Context: an optimization exercise on an open-source flow, tuned for a short achievable clock period and few clock cycles. The choices shown serve that exercise and are no tape-out recipe.
The RTL was checked by simulation tests, not by an equivalence proof against the original design.
Power is estimated from default activity; no workload was simulated.

`flow/config.mk`:
```
export PLATFORM = sky130hd
export DESIGN_NAME = mario_cpu
export DESIGN_NICKNAME = mario_cpu
export VERILOG_FILES = /design/flow/design.v
export SDC_FILE = /design/flow/constraint.sdc
export NUM_CORES = 4
export LEC_CHECK = 0
export ABC_CLOCK_PERIOD_IN_PS = 2500
export CAP_MARGIN = 20
export CORE_MARGIN = 2
export CORE_UTILIZATION = 40
export SETUP_SLACK_MARGIN = 5
export SLEW_MARGIN = 20
export TNS_END_PERCENT = 100
```
`flow/constraint.sdc`:
```
create_clock -name core_clock -period 9.0 [get_ports {clock}]
set_input_delay 1.8000 -clock core_clock [delete_from_list [all_inputs] [get_ports {clock}]]
set_output_delay 1.8000 -clock core_clock [all_outputs]
set_load 0.01 [all_outputs]
```
`flow/design.v`:
```
module mario_cpu (
	input clock, reset,
	input up_button, down_button, left_button, right_button,
	input [15:0] mem_rdata,
	output [15:0] mem_addr,
	output [15:0] mem_wdata,
	output mem_we
);
reg [15:0] pcF;           
reg        vD;            
reg [15:0] pcD;           
reg        vE;            
reg [15:0] IR, pcE, BT;   
reg [15:0] dsel, ssel;    
reg        hz;            
reg [4:0]  FL;            
reg        ld1, ld2;      
reg [3:0]  ld1d;
reg [15:0] ld2sel;
reg [15:0] LDR;
reg [255:0] rf;
reg isLD, isST, isJ, isBR, isWAIT, isB1, isB2, isALU;
reg o_add, o_sub, o_cin, o_cmp, o_cmpu, o_and, o_or, o_xor, o_lsh, o_rsh, o_bad;
reg f_zf, f_c;            
reg b_imm8, b_imm4;
wire [3:0] cnd = IR[11:8];
reg cond;
always @(*) begin
	case (cnd)
		4'h0: cond = FL[1];
		4'h1: cond = ~FL[1];
		4'h2: cond = FL[4];
		4'h3: cond = ~FL[4];
		4'h4: cond = FL[3];
		4'h5: cond = ~FL[3];
		4'h6: cond = FL[0];
		4'h7: cond = ~FL[0];
		4'h8: cond = FL[2];
		4'h9: cond = ~FL[2];
		4'hA: cond = ~FL[3] & ~FL[1];
		4'hB: cond = FL[3] | FL[1];
		4'hC: cond = ~FL[0] & ~FL[1];
		4'hD: cond = FL[0] | FL[1];
		4'hE: cond = 1'b1;
		default: cond = 1'b0;
	endcase
end
reg [15:0] Rd, Rs;
integer k;
always @(*) begin
	Rd = 16'd0;
	Rs = 16'd0;
	for (k = 0; k < 16; k = k + 1) begin
		Rd = Rd | (rf[16*k +: 16] & {16{dsel[k]}});
		Rs = Rs | (rf[16*k +: 16] & {16{ssel[k]}});
	end
end
wire exe      = vE & ~hz;
wire halt     = exe & isWAIT;
wire take_br  = exe & isBR & cond;
wire take_j   = exe & isJ & cond;
wire memop    = exe & (isLD | isST);
wire replay   = vE & hz;
wire redirect = take_br | take_j | replay;
wire fetch    = ~memop & ~halt;
wire [15:0] fa = take_j ? Rs : take_br ? BT : replay ? pcE : pcF;
assign mem_addr  = memop ? Rs : fa;
assign mem_we    = exe & isST;
assign mem_wdata = Rd;
wire [15:0] A = Rd;
wire [15:0] B = b_imm8 ? {8'd0, IR[7:0]} : b_imm4 ? {12'd0, IR[3:0]} : Rs;
wire [15:0] Bx = o_sub ? ~B : B;
wire ci = o_sub ? ~(o_cin & FL[4]) : (o_cin & FL[4]);
wire [16:0] S = {1'b0, A} + {1'b0, Bx} + {16'd0, ci};
wire zero = (S[15:0] == 16'd0);
wire ovf  = (A[15] == Bx[15]) & (S[15] != A[15]);
wire eq   = (A == B);
wire ltu  = A < B;
wire lts  = {~A[15], A[14:0]} < {~B[15], B[14:0]};
wire cmp_lt = o_cmpu ? ltu : lts;
wire [15:0] shl = A << B;
wire [15:0] shr = A >> B;
wire [15:0] res =
	({16{o_add | o_sub}} & S[15:0]) |
	({16{o_cmp | o_cmpu}} & A) |
	({16{o_and}} & (A & B)) |
	({16{o_or}}  & (A | B)) |
	({16{o_xor}} & (A ^ B)) |
	({16{o_lsh}} & shl) |
	({16{o_rsh}} & shr) |
	({16{isB1}}  & {14'd0, ~up_button, ~down_button}) |
	({16{isB2}}  & {~left_button, {15{~right_button}}});
wire [4:0] fl_new = o_bad ? 5'b11111 :
	{f_c & ~S[16],
	 (o_cmp | o_cmpu) & cmp_lt,
	 f_zf & ovf,
	 (f_zf & zero) | ((o_cmp | o_cmpu) & eq),
	 (o_cmp | o_cmpu) & ~cmp_lt & ~eq};
wire wr_e = exe & (isALU | isB1 | isB2);
wire [15:0] wdata = ld2 ? LDR : res;
wire [15:0] w = mem_rdata;
wire [3:0] op = w[15:12], ext = w[7:4];
wire n_isLD = (op == 4'h4) & (ext == 4'h0);
wire n_isST = (op == 4'h4) & (ext == 4'h4);
wire n_isJ  = (op == 4'h4) & (ext == 4'hC);
wire n_isBR = (op == 4'hC);
wire n_isWAIT = (op == 4'h0) & (ext == 4'h0);
wire n_isB1 = (op == 4'h0) & (ext == 4'h4);
wire n_isB2 = (op == 4'h0) & (ext == 4'h8);
wire n_isALU = ~(n_isLD | n_isST | n_isJ | n_isBR | n_isWAIT | n_isB1 | n_isB2);
wire r0 = (op == 4'h0);
wire [3:0] key = r0 ? ext : op;    
wire kok = ~r0 ? ((op != 4'h4) & (op != 4'h8) & (op != 4'hC) & (op != 4'hD) & (op != 4'hE)) : 1'b1;
wire n_add  = kok & ((key == 4'h5) | (key == 4'h6) | (key == 4'h7));
wire n_sub  = kok & ((key == 4'h9) | (key == 4'hA));
wire n_cin  = kok & ((key == 4'h7) | (key == 4'hA));
wire n_cmp  = kok & (key == 4'hB);
wire n_cmpu = kok & (key == 4'hF);
wire n_and  = kok & (key == 4'h1);
wire n_or   = kok & (key == 4'h2);
wire n_xor  = kok & (key == 4'h3);
wire n_sh   = (op == 4'h8) & ~ext[3];
wire n_lsh  = n_sh & ~ext[0];
wire n_rsh  = n_sh & ext[0];
wire n_bad  = n_isALU & ~(n_add | n_sub | n_cmp | n_cmpu | n_and | n_or | n_xor | n_sh);
wire n_zf   = kok & ((key == 4'h5) | (key == 4'h7) | (key == 4'h9) | (key == 4'hA));
wire ld_now = exe & isLD;
wire [15:0] n_dsel = 16'd1 << w[11:8];
wire [15:0] n_ssel = 16'd1 << w[3:0];
always @(posedge clock, negedge reset) begin
	if (!reset) begin
		pcF <= 16'd0; vD <= 1'b0; pcD <= 16'd0;
		vE <= 1'b0; IR <= 16'd0; pcE <= 16'd0; BT <= 16'd0;
		dsel <= 16'd0; ssel <= 16'd0; hz <= 1'b0;
		FL <= 5'd0; ld1 <= 1'b0; ld2 <= 1'b0; ld1d <= 4'd0; ld2sel <= 16'd0; LDR <= 16'd0;
		isLD <= 1'b0; isST <= 1'b0; isJ <= 1'b0; isBR <= 1'b0; isWAIT <= 1'b0;
		isB1 <= 1'b0; isB2 <= 1'b0; isALU <= 1'b0;
		o_add <= 1'b0; o_sub <= 1'b0; o_cin <= 1'b0; o_cmp <= 1'b0; o_cmpu <= 1'b0;
		o_and <= 1'b0; o_or <= 1'b0; o_xor <= 1'b0; o_lsh <= 1'b0; o_rsh <= 1'b0; o_bad <= 1'b0;
		f_zf <= 1'b0; f_c <= 1'b0; b_imm8 <= 1'b0; b_imm4 <= 1'b0;
	end else begin
		if (fetch) begin
			pcF <= fa + 16'd1;
			pcD <= fa;
		end
		vD <= fetch;
		ld1 <= ld_now;
		ld1d <= IR[11:8];
		ld2 <= ld1;
		ld2sel <= 16'd1 << ld1d;
		LDR <= mem_rdata;
		if (exe & isALU) FL <= fl_new;
		if (!halt) begin
			vE <= vD & ~redirect;
			IR <= w;
			pcE <= pcD;
			BT <= pcD + {{8{w[7]}}, w[7:0]};
			dsel <= n_dsel;
			ssel <= n_ssel;
			hz <= ld_now & ((w[11:8] == IR[11:8]) | (w[3:0] == IR[11:8]));
			isLD <= n_isLD; isST <= n_isST; isJ <= n_isJ; isBR <= n_isBR; isWAIT <= n_isWAIT;
			isB1 <= n_isB1; isB2 <= n_isB2; isALU <= n_isALU;
			o_add <= n_add; o_sub <= n_sub; o_cin <= n_cin; o_cmp <= n_cmp; o_cmpu <= n_cmpu;
			o_and <= n_and; o_or <= n_or; o_xor <= n_xor; o_lsh <= n_lsh; o_rsh <= n_rsh; o_bad <= n_bad;
			f_zf <= n_zf; f_c <= n_sub;
			b_imm8 <= op[1] | op[0];
			b_imm4 <= (op == 4'h8) & (ext[3:2] == 2'b00);
		end
	end
end
genvar g;
generate
	for (g = 0; g < 16; g = g + 1) begin : regs
		always @(posedge clock, negedge reset) begin
			if (!reset) rf[16*g +: 16] <= 16'd0;
			else if ((wr_e & dsel[g]) | (ld2 & ld2sel[g])) rf[16*g +: 16] <= wdata;
		end
	end
endgenerate
endmodule
```
`flow/run.sh`:
```
#!/bin/bash
# synth_recipe.tcl (not shown) runs the flow's synth.tcl, then flattens the netlist and writes it again
# the make line also repeats each setting of config.mk as NAME=value (left out here)
make -C /OpenROAD-flow-scripts/flow DESIGN_CONFIG=/design/flow/config.mk WORK_HOME=/design/flow/orfs CLKGATE_MAP_FILE= SYNTH_SCRIPT=/design/flow/synth_recipe.tcl finish
```
==> flow_summary.yaml <==
place:
  place_area_um2: 26500
  io_buffers: 54
  place_inst: 3375
  hpwl_mm: 68.2
  place_congestion: 1.04
timing:
  period_minus_slack_ns: 4.98
  fin_setup_tns_ns: 0
  skew_ns: 0.0704
  timing.hold.ws_ns: 0.360
  relSlewSlack: 0.256
  slew_viol_final: 0
  fin_crit_sh: 0.554
  max_freq_ghz: 0.201
  worst_pin_slew_ns: 1.11
  finalSetupViolCount: 0
  rsz0062_at_grt: "yes"
  hold_viol_final: 0
route:
  detail_route.wirelength_mm: 110
  viasPerCell: 6.51
  drc: 0
  num_vias: 24069
  wl_per_cell_um: 29.8
  ant_nets: 0
  drt_iter0_drc: 3393
  drt_pre_antenna_iters: 7
yosys:
  synth_area_leaders: "dfrtp_1 (43%), mux2_2 (6.2%), nand2_1 (5.8%)"
  ys_types: 89
  synth-edff-count: 0
  synth-seq-cells: 432
  async_flop_share: 1.00
  synth_common_cells: "dfrtp_1 (432), nand2_1 (384), o21ai_0 (166)"
  syn-num-nets: 2724
  synth_top_area_cell: "dfrtp_1"
  avgSynthCellArea_um2: 9.54
  synth_top_area_frac: 0.433
  netlist_area_um2: 25000
  yosys_warnings: 1
  synth.most_common_cell: "dfrtp_1"
  synth_ff_type: "dfrtp_1"
  postSynthCellCount: 2619
  ys_seq_area_frac: 0.433
grt:
  gr-total-overflow: 0
  grt_max_degree: 141
  grt_usage: 0.335
  first_global_vias: 23303
  antenna_found_initial: 0
  grt_pass1_wl_mm: 158
floorplanning:
  start_util: 0.405
  die_w_um: 254
  dieArea_um2: 64500
  io_pins: 55
  core_um2: 61700
  fp-row-count: 91
  die_h_um: 254
worst_setup_path:
  worstSetupEndpointType: "flip-flop"
  cpPeakStageDelay_ns: 0.53
  path_class: "flip-flop to flip-flop"
  critPathRequiredTime_ns: 9.49
  path_cells: "buf_12 > a22o_1 > a221oi_2 > and4_4 > a21oi_4 > buf_12 > inv_16 > xnor2_4 > fa_2 > buf_4 > a21o_1 > a211oi_2 > a21oi_1 > or4_1 > or4_1 > or3_4 > or4_4 > nor4_4 > a2bb2oi_2"
  worstPathMaxFanout: 3
  slowest_stage: "or4_1"
  crit_family: "simple AND/OR/NAND/NOR gates"
  path_buf_inv: 4
  cp.arrival_ns: 5.47
  start_kind: "flip-flop"
pwr:
  p_per_area_nw_per_um2: 263
  ir_drop_v: 0.000161
  p_leak_nw: 14.2
min_path:
  worstHoldPathType: "flip-flop to flip-flop"
cts:
  cts_inserted_buffers: 47
  cts.clk_slew.worst_paths_ns: 0.06
  cts_tree: "done"
  h-tree-depth: 2
  hold_buffers: 0
  clock-root-buffer: "clkbuf_16"
  clockBufferDepth: 3
  clkLatencyLatePin_ns: 0.63
  cts_num_sinks: 432
finish:
  areaGrowthSynthToFinish_pct: 30.1
  nets: 2927
  layout-drive-gt1-share: 0.296
  instances_no_fill: 3699
  finalInstanceArea_um2: 32500
run_status:
  outcome: "no timing/DRC/antenna violations"
run:
  maxCapViolCount: 0
cells by family (layout without fill, tap and decap cells):
kind of cell | Yosys count | count (layout) | share of synthesized area
muxes | 170 | 170 | 0.0752
DFF | 432 | 432 | 0.433
and+or+nand+nor | 743 | 743 | 0.137
buffers and inverters | 291 | 530 | 0.0482
AOI/OAI and AO/OA | 839 | 841 | 0.243
xor gates and xnor gates | 61 | 61 | 0.0214
adders and majority gates | 83 | 83 | 0.0425
other | 0 | 2 | 0
final cells by class:
| cell class | count | area [um^2] |
|---|---|---|
| timing repair buffer | 356 | 3850 |
| sequential | 432 | 10800 |
| multi-input combinational | 1898 | 14700 |
| antenna | 2 | 5.00 |
| clock inverter | 16 | 238 |
| inverter | 84 | 382 |
| clock buffer | 71 | 1400 |
| fill | 5443 | 29200 |
| tap | 837 | 1050 |
| timing repair inverter | 3 | 26.3 |
layout by cell type (no fill, tap or decap), types with 32 or more instances in the layout:
master,Yosys,final
inv_1,78,71
o211ai_1,40,40
dfrtp_1,432,418
nor3_1,48,32
o21ai_1,22,39
a22oi_1,117,89
buf_12,0,52
mux2_4,1,40
buf_6,4,81
mux2_2,138,99
a21oi_1,97,80
a221oi_1,86,57
ha_1,80,79
o21ai_0,166,144
clkbuf_16,0,50
nand2_1,384,376
a22o_1,100,100
nor2_1,139,125
buf_4,4,164
routing by layer:
layer  routed length (um)  track usage  vias up
met1                43100        0.442    11767
met4                 7460        0.191        0
met5                    0            0        -
met2                47100        0.501     1709
li1                     -            -    10118
met3                12700       0.0832      475
worst reg2reg max path, cell delays in order (launching register included):
cell       delay (ns)
dfrtp_2          0.44
buf_12           0.14
a22o_1           0.19
a221oi_2         0.22
and4_4           0.33
a21oi_4          0.08
buf_12           0.17
inv_16           0.06
xnor2_4          0.05
fa_2             0.37
buf_4            0.15
a21o_1           0.16
a211oi_2         0.23
a21oi_1          0.10
or4_1            0.51
or4_1            0.53
or3_4            0.35
or4_4            0.44
nor4_4           0.19
a2bb2oi_2        0.15
path summary, 6_finish.rpt:
kind                                from       end  slack, ns  cells after the start
max in group asynchronous          reset  dsel[15]       6.32                      2
worst min-delay path                 ld1       ld2       0.36                      0
worst max register to register  ssel[10]     FL[1]       4.02                     19
worst min register to register       ld1       ld2       0.36                      0
worst max-delay path            ssel[10]     FL[1]       4.02                     19
min in group asynchronous          reset   rf[212]       1.21                      1
registers in the layout, indices dropped and copies added, names as in the netlist, 4 cells and up:
register and cells:
BT 16, FL 5, IR 12, LDR 16
dsel 16, ld1d 4, ld2sel 16, pcD 16
pcE 16, pcF 16, rf 256, ssel 16
power by group:
group          switching [W]  internal (W)
clock               0.000844       0.00122
sequential          0.000566       0.00247
combinational        0.00197       0.00149
repair_timing:
item,in CTS,in global routing
endpoints found under the setup margin,306,301
gates resized for setup,498,180
buffers inserted,177,43
cloned,10,2
pin swaps,106,72
stage by stage:
step	total power (W)	worst slack (ns)	utilization
after CTS	0.00818	4.08	0.507
final	0.00856	4.02	0.527
after global routing	0.00892	3.93	0.527
after floorplan	0.00450	4.26	-
after detailed placement	0.00552	2.74	0.430
after global placement	0.00547	2.82	0.430
Testbench counts, summed over its fixed seeds: cycles 54,002.

[port drivers added, routing unchanged]
The flow's constraints put no driver on any port. The routed layout listed below was extracted and timed again, unchanged, in two steps. Step 1: set_driving_cell puts a clkbuf_16 on clock and a buf_2 on each other input, an assumption about the parent block. Step 2, shift: input delay + t, output delay - t, t = (earliest + latest rising clock arrival at the registers) / 2. This alone moves slack from input paths to output paths. Slacks: ideal / step 1 / step 2; pairs: ideal / step 1.
t (ns): 0.650
slack for setup (ns): 4.017 / 4.017 / 4.017
hold slack, ns: 0.360 / 0.360 / 0.360
worst data-port slew with drivers (ns): 0.11
After both steps this run still meets setup and hold. The setup slack of this run moves by 0.000 ns with the drivers and by 0.000 ns with both steps.
